This design comes from an exercise in tuning for small area and a short achievable clock period on the open sky130 flow, not from production work.
RTL that was checked went through simulation tests only; none was proved equivalent to the original.
No activity file was given, so power comes from the tool's default toggle rates.

==> branch willow: inputs <==
==> flow/design.v (excerpt) <==
module AHB_Mul(
    input HCLK,
    input HRESETn,
    input [31:0]M_AHB_0_haddr,
    input [2:0]M_AHB_0_hburst,
    input M_AHB_0_hmastlock,
    input [3:0]M_AHB_0_hprot,
    output reg [31:0]M_AHB_0_hrdata,
    output M_AHB_0_hready,
    output M_AHB_0_hresp,
    input [2:0]M_AHB_0_hsize,
    input [1:0]M_AHB_0_htrans,
    input [31:0]M_AHB_0_hwdata,
    input M_AHB_0_hwrite,
    output[3:0] led
    );
    assign M_AHB_0_hready = 1'b1;
    assign M_AHB_0_hresp = 1'b0;
    reg [31:0] mem_A, mem_B, mem_C, mem_D, mem_E, mem_F, mem_G, mem_H;
    reg [31:0] p_s, p_c;      
    reg [2:0] p_t;        
    reg [6:0] p_3;        
    reg        w_act;         
    reg [3:0]  addr_q;        
    assign led[3:0] = mem_A[3:0];
    always @(posedge HCLK) begin
        w_act  <= HRESETn & M_AHB_0_htrans[1] & M_AHB_0_hwrite;
        addr_q <= M_AHB_0_haddr[5:2];
    end
    wire [31:0] wd = M_AHB_0_hwdata;
    wire mul_we = w_act & ~addr_q[3];
    wire p_we   = w_act & (addr_q == 4'h8);
    wire [31:0] wdr = wd & {32{HRESETn}};
    wire [7:0] ld;
    genvar i;
    generate for (i = 0; i < 8; i = i + 1) begin : g_ld
        assign ld[i] = ~HRESETn | (w_act & (addr_q == i));
    end endgenerate
    always @(posedge HCLK) begin
        if (ld[0]) mem_A <= wdr;
  ...
==> module AHB_Mul, before the edit <==
module AHB_Mul(
    input HCLK,
    input HRESETn,
    input [31:0]M_AHB_0_haddr,
    input [2:0]M_AHB_0_hburst,
    input M_AHB_0_hmastlock,
    input [3:0]M_AHB_0_hprot,
    output reg [31:0]M_AHB_0_hrdata,
    output M_AHB_0_hready,
    output M_AHB_0_hresp,
    input [2:0]M_AHB_0_hsize,
    input [1:0]M_AHB_0_htrans,
    input [31:0]M_AHB_0_hwdata,
    input M_AHB_0_hwrite,
    output[3:0] led
    );
    assign M_AHB_0_hready = 1'b1;
    assign M_AHB_0_hresp = 1'b0;
    reg [31:0] mem_A, mem_B, mem_C, mem_D, mem_E, mem_F, mem_G, mem_H;
    reg [31:0] p_s, p_c;      
    reg [2:0] p_t;        
    reg [6:0] p_3;        
    reg        w_act;         
    reg [3:0]  addr_q;        
    assign led[3:0] = mem_A[3:0];
    always @(posedge HCLK) begin
        w_act  <= HRESETn & M_AHB_0_htrans[1] & M_AHB_0_hwrite;
        addr_q <= M_AHB_0_haddr[5:2];
    end
    wire [31:0] wd = M_AHB_0_hwdata;
    wire mul_we = w_act & ~addr_q[3];
    wire p_we   = w_act & (addr_q == 4'h8);
    wire [31:0] wdr = wd & {32{HRESETn}};
    wire [7:0] ld;
    genvar i;
    generate for (i = 0; i < 8; i = i + 1) begin : g_ld
        assign ld[i] = ~HRESETn | (w_act & (addr_q == i));
    end endgenerate
    always @(posedge HCLK) begin
        if (ld[0]) mem_A <= wdr;
        if (ld[1]) mem_B <= wdr;
        if (ld[2]) mem_C <= wdr;
        if (ld[3]) mem_D <= wdr;
        if (ld[4]) mem_E <= wdr;
        if (ld[5]) mem_F <= wdr;
        if (ld[6]) mem_G <= wdr;
        if (ld[7]) mem_H <= wdr;
    end
    reg p_one;
    wire p_en = w_act & (~addr_q[3] | p_we);
    always @(posedge HCLK)
        p_one <= ~HRESETn | (p_one & ~p_en);
    wire [31:0] p = (p_one | p_we) ? 32'h1 : p_s + p_c + {^p_t, p_3, 24'h0};
    wire [31:0] ms, mc;
    wire [2:0] mt;
    wire [6:0] m3;
    AHB_Mul_booth u_mul (.p(wd), .d(p), .ms(ms), .mc(mc), .mt(mt), .m3(m3));
    always @(posedge HCLK) begin
        if (p_en) begin
            p_s <= ms;
            p_c <= mc;
            p_t <= mt;
            p_3 <= m3;
        end
    end
    always @(*) begin
        case (addr_q)
            4'h0 : M_AHB_0_hrdata = mem_A;
            4'h1 : M_AHB_0_hrdata = mem_B;
            4'h2 : M_AHB_0_hrdata = mem_C;
            4'h3 : M_AHB_0_hrdata = mem_D;
            4'h4 : M_AHB_0_hrdata = mem_E;
            4'h5 : M_AHB_0_hrdata = mem_F;
            4'h6 : M_AHB_0_hrdata = mem_G;
            4'h7 : M_AHB_0_hrdata = mem_H;
            4'h8 : M_AHB_0_hrdata = p;
            default : M_AHB_0_hrdata = 32'h0;
        endcase
    end
endmodule
Settings: LEC_CHECK=0, ABC_AREA=1, CAP_MARGIN=20, CORE_MARGIN=2, CORE_UTILIZATION=40, PLACE_DENSITY=0.6, SETUP_SLACK_MARGIN=4.5, SLEW_MARGIN=20; clock period 10.0 ns.
standard.sh (not shown) runs the stock make flow with config.mk's settings and CLKGATE_MAP_FILE= SYNTH_SCRIPT=/design/flow/synth_recipe.tcl, a recipe that flattens the netlist after the stock synthesis.
==> flow/flow/run.sh <==
#!/bin/bash
# Own layout flow: the standard synthesis and layout, with two changes:
#  - after synthesis, fixfa.py removes the inverters that Yosys's full-adder
#    extraction leaves between adder cells (each adder may be swapped for its
#    complemented form, fa(~a,~b,~c) = ~fa(a,b,c));
#  - the port buffers are buf_4 cells instead of the slow delay buffers that
#    buffer_ports picks by default.
# Each tool's full output goes to a log file of its own in this folder.
set -euo pipefail
R=orfs/results/sky130hd/AHB_Mul/base
bash standard.sh synth > synth.log 2>&1
cp $R/1_2_yosys.v yosys_orig.v
python3 flow/fixfa.py yosys_orig.v $R/1_2_yosys.v > fixfa.log 2>&1
rm -f $R/1_synth.odb $R/1_synth.sdc
bash standard.sh BUFFER_PORTS_ARGS="-buffer_cell sky130_fd_sc_hd__buf_4" RECOVER_POWER=50 finish > finish.log 2>&1
Other scripts of this flow, unchanged in this note and not shown: flow/flow/fixfa.py
==> branch ember: changes against branch willow <==
--- a/flow/design.v
+++ b/flow/design.v
@@ -54,2 +54,3 @@
     wire [31:0] p = (p_one | p_we) ? 32'h1 : p_s + p_c + {^p_t, p_3, 24'h0};
+    wire [31:0] dm = p_en ? wd : 32'h1;
     wire [31:0] ms, mc;
@@ -57,25 +58,24 @@
     wire [6:0] m3;
-    AHB_Mul_booth u_mul (.p(wd), .d(p), .ms(ms), .mc(mc), .mt(mt), .m3(m3));
+    AHB_Mul_booth u_mul (.p(dm), .d(p), .ms(ms), .mc(mc), .mt(mt), .m3(m3));
     always @(posedge HCLK) begin
-        if (p_en) begin
-            p_s <= ms;
-            p_c <= mc;
-            p_t <= mt;
-            p_3 <= m3;
-        end
+        p_s <= ms;
+        p_c <= mc;
+        p_t <= mt;
+        p_3 <= m3;
     end
+    reg [31:0] rd_ah;
     always @(*) begin
-        case (addr_q)
-            4'h0 : M_AHB_0_hrdata = mem_A;
-            4'h1 : M_AHB_0_hrdata = mem_B;
-            4'h2 : M_AHB_0_hrdata = mem_C;
-            4'h3 : M_AHB_0_hrdata = mem_D;
-            4'h4 : M_AHB_0_hrdata = mem_E;
-            4'h5 : M_AHB_0_hrdata = mem_F;
-            4'h6 : M_AHB_0_hrdata = mem_G;
-            4'h7 : M_AHB_0_hrdata = mem_H;
-            4'h8 : M_AHB_0_hrdata = p;
-            default : M_AHB_0_hrdata = 32'h0;
+        case (addr_q[2:0])
+            3'h0 : rd_ah = mem_A;
+            3'h1 : rd_ah = mem_B;
+            3'h2 : rd_ah = mem_C;
+            3'h3 : rd_ah = mem_D;
+            3'h4 : rd_ah = mem_E;
+            3'h5 : rd_ah = mem_F;
+            3'h6 : rd_ah = mem_G;
+            default : rd_ah = mem_H;
         endcase
     end
+    always @(*)
+        M_AHB_0_hrdata = addr_q[3] ? (addr_q[2:0] == 3'h0 ? p : 32'h0) : rd_ah;
 endmodule
--- a/flow/flow/run.sh
+++ b/flow/flow/run.sh
@@ -14,2 +14,2 @@
 rm -f $R/1_synth.odb $R/1_synth.sdc
-bash standard.sh BUFFER_PORTS_ARGS="-buffer_cell sky130_fd_sc_hd__buf_4" RECOVER_POWER=50 finish > finish.log 2>&1
+bash standard.sh BUFFER_PORTS_ARGS="-buffer_cell sky130_fd_sc_hd__buf_4" finish > finish.log 2>&1
CORE_UTILIZATION = 50   (was 40)
CTS_CLUSTER_DIAMETER = 100   (was default)
CTS_CLUSTER_SIZE = 30   (was default)
PLACE_DENSITY = 0.7   (was 0.6)
==> branch harbor: changes against branch willow <==
--- a/flow/design.v
+++ b/flow/design.v
@@ -31,3 +31,2 @@
     wire [31:0] wd = M_AHB_0_hwdata;
-    wire mul_we = w_act & ~addr_q[3];
     wire p_we   = w_act & (addr_q == 4'h8);
@@ -53,3 +52,8 @@
         p_one <= ~HRESETn | (p_one & ~p_en);
-    wire [31:0] p = (p_one | p_we) ? 32'h1 : p_s + p_c + {^p_t, p_3, 24'h0};
+    wire [31:24] t3 = {^p_t, p_3};
+    wire [31:24] x3 = p_s[31:24] ^ p_c[31:24] ^ t3;
+    wire [31:24] y3 = (p_s[31:24] & p_c[31:24]) | (p_s[31:24] & t3) | (p_c[31:24] & t3);
+    wire [31:0] pa = {x3, p_s[24-1:0]};
+    wire [31:0] pb = {y3[30:24], 1'b0, p_c[24-1:0]};
+    wire [31:0] p = (p_one | p_we) ? 32'h1 : pa + pb;
     wire [31:0] ms, mc;
@@ -66,16 +70,17 @@
     end
+    reg [31:0] rd_ah;
     always @(*) begin
-        case (addr_q)
-            4'h0 : M_AHB_0_hrdata = mem_A;
-            4'h1 : M_AHB_0_hrdata = mem_B;
-            4'h2 : M_AHB_0_hrdata = mem_C;
-            4'h3 : M_AHB_0_hrdata = mem_D;
-            4'h4 : M_AHB_0_hrdata = mem_E;
-            4'h5 : M_AHB_0_hrdata = mem_F;
-            4'h6 : M_AHB_0_hrdata = mem_G;
-            4'h7 : M_AHB_0_hrdata = mem_H;
-            4'h8 : M_AHB_0_hrdata = p;
-            default : M_AHB_0_hrdata = 32'h0;
+        case (addr_q[2:0])
+            3'h0 : rd_ah = mem_A;
+            3'h1 : rd_ah = mem_B;
+            3'h2 : rd_ah = mem_C;
+            3'h3 : rd_ah = mem_D;
+            3'h4 : rd_ah = mem_E;
+            3'h5 : rd_ah = mem_F;
+            3'h6 : rd_ah = mem_G;
+            default : rd_ah = mem_H;
         endcase
     end
+    always @(*)
+        M_AHB_0_hrdata = addr_q[3] ? (addr_q[2:0] == 3'h0 ? p : 32'h0) : rd_ah;
 endmodule
--- a/flow/flow/run.sh
+++ b/flow/flow/run.sh
@@ -5,3 +5,3 @@
 #    complemented form, fa(~a,~b,~c) = ~fa(a,b,c));
-#  - the port buffers are buf_4 cells instead of the slow delay buffers that
+#  - the port buffers are buf_1 cells instead of the slow delay buffers that
 #    buffer_ports picks by default.
@@ -14,2 +14,2 @@
 rm -f $R/1_synth.odb $R/1_synth.sdc
-bash standard.sh BUFFER_PORTS_ARGS="-buffer_cell sky130_fd_sc_hd__buf_4" RECOVER_POWER=50 finish > finish.log 2>&1
+bash standard.sh BUFFER_PORTS_ARGS="-buffer_cell sky130_fd_sc_hd__buf_1" finish > finish.log 2>&1
CTS_CLUSTER_DIAMETER = 100   (was default)
CTS_CLUSTER_SIZE = 30   (was default)
==> comparison <==
Of branch harbor and branch ember, branch ember has the higher critical path depth (gap 3). Register-to-register slack: branch ember > branch harbor > branch willow. Total power: branch willow > branch harbor > branch ember. Synthesized cell count, lowest first: branch harbor, branch ember, branch willow. Worst setup slack, lowest first: branch willow, branch ember, branch harbor. Of branch ember and branch willow, branch willow has the higher synthesized area (gap 2.9%, measured against branch willow). Between branch harbor and branch willow, the lower global-route usage is in branch willow (gap 0.23 points). Branch willow finished but fails on max-capacitance violations, max-slew violations. Branch harbor finished clean. Branch ember completed with no timing, DRC or antenna violations. Via count: branch harbor < branch willow < branch ember. The highest combinational power belongs to branch willow, the lowest to branch ember. The lowest clock power belongs to branch ember, the highest to branch willow. Fmax is about the same in branch harbor and branch ember.
No functional check of the RTL was part of branch harbor.

-- static timing again, ports no longer ideal --
In the flow no input, the clock included, has a driving cell. The finished layouts below were timed again as built, in two steps. Step 1 (the two cells are an assumption about what drives the block):
set clk [get_ports {HCLK}]
set_driving_cell -lib_cell sky130_fd_sc_hd__clkbuf_16 $clk
set_driving_cell -lib_cell sky130_fd_sc_hd__buf_2 [delete_from_list [all_inputs] $clk]
Step 2 times the ports against the registers' clock, not the clock port: input delays grow and output delays shrink by t, the midpoint of the rising clock arrivals with the driver on. Three values: ideal, step 1, step 2; two values: the first two.
| run | t, ns | slack for setup (ns) | hold WS [ns] | worst slew at a driven data input, ns |
|---|---|---|---|---|
| branch willow | 0.631 | 3.042 / 3.048 / 2.417 | 0.538 / 0.538 / 0.538 | 0.07 |
| branch ember | 0.613 | 4.484 / 4.454 / 3.859 | 0.516 / 0.516 / 0.516 | 0.11 |
| branch harbor | 0.639 | 4.489 / 4.428 / 3.913 | 0.510 / 0.510 / 0.510 | 0.04 |
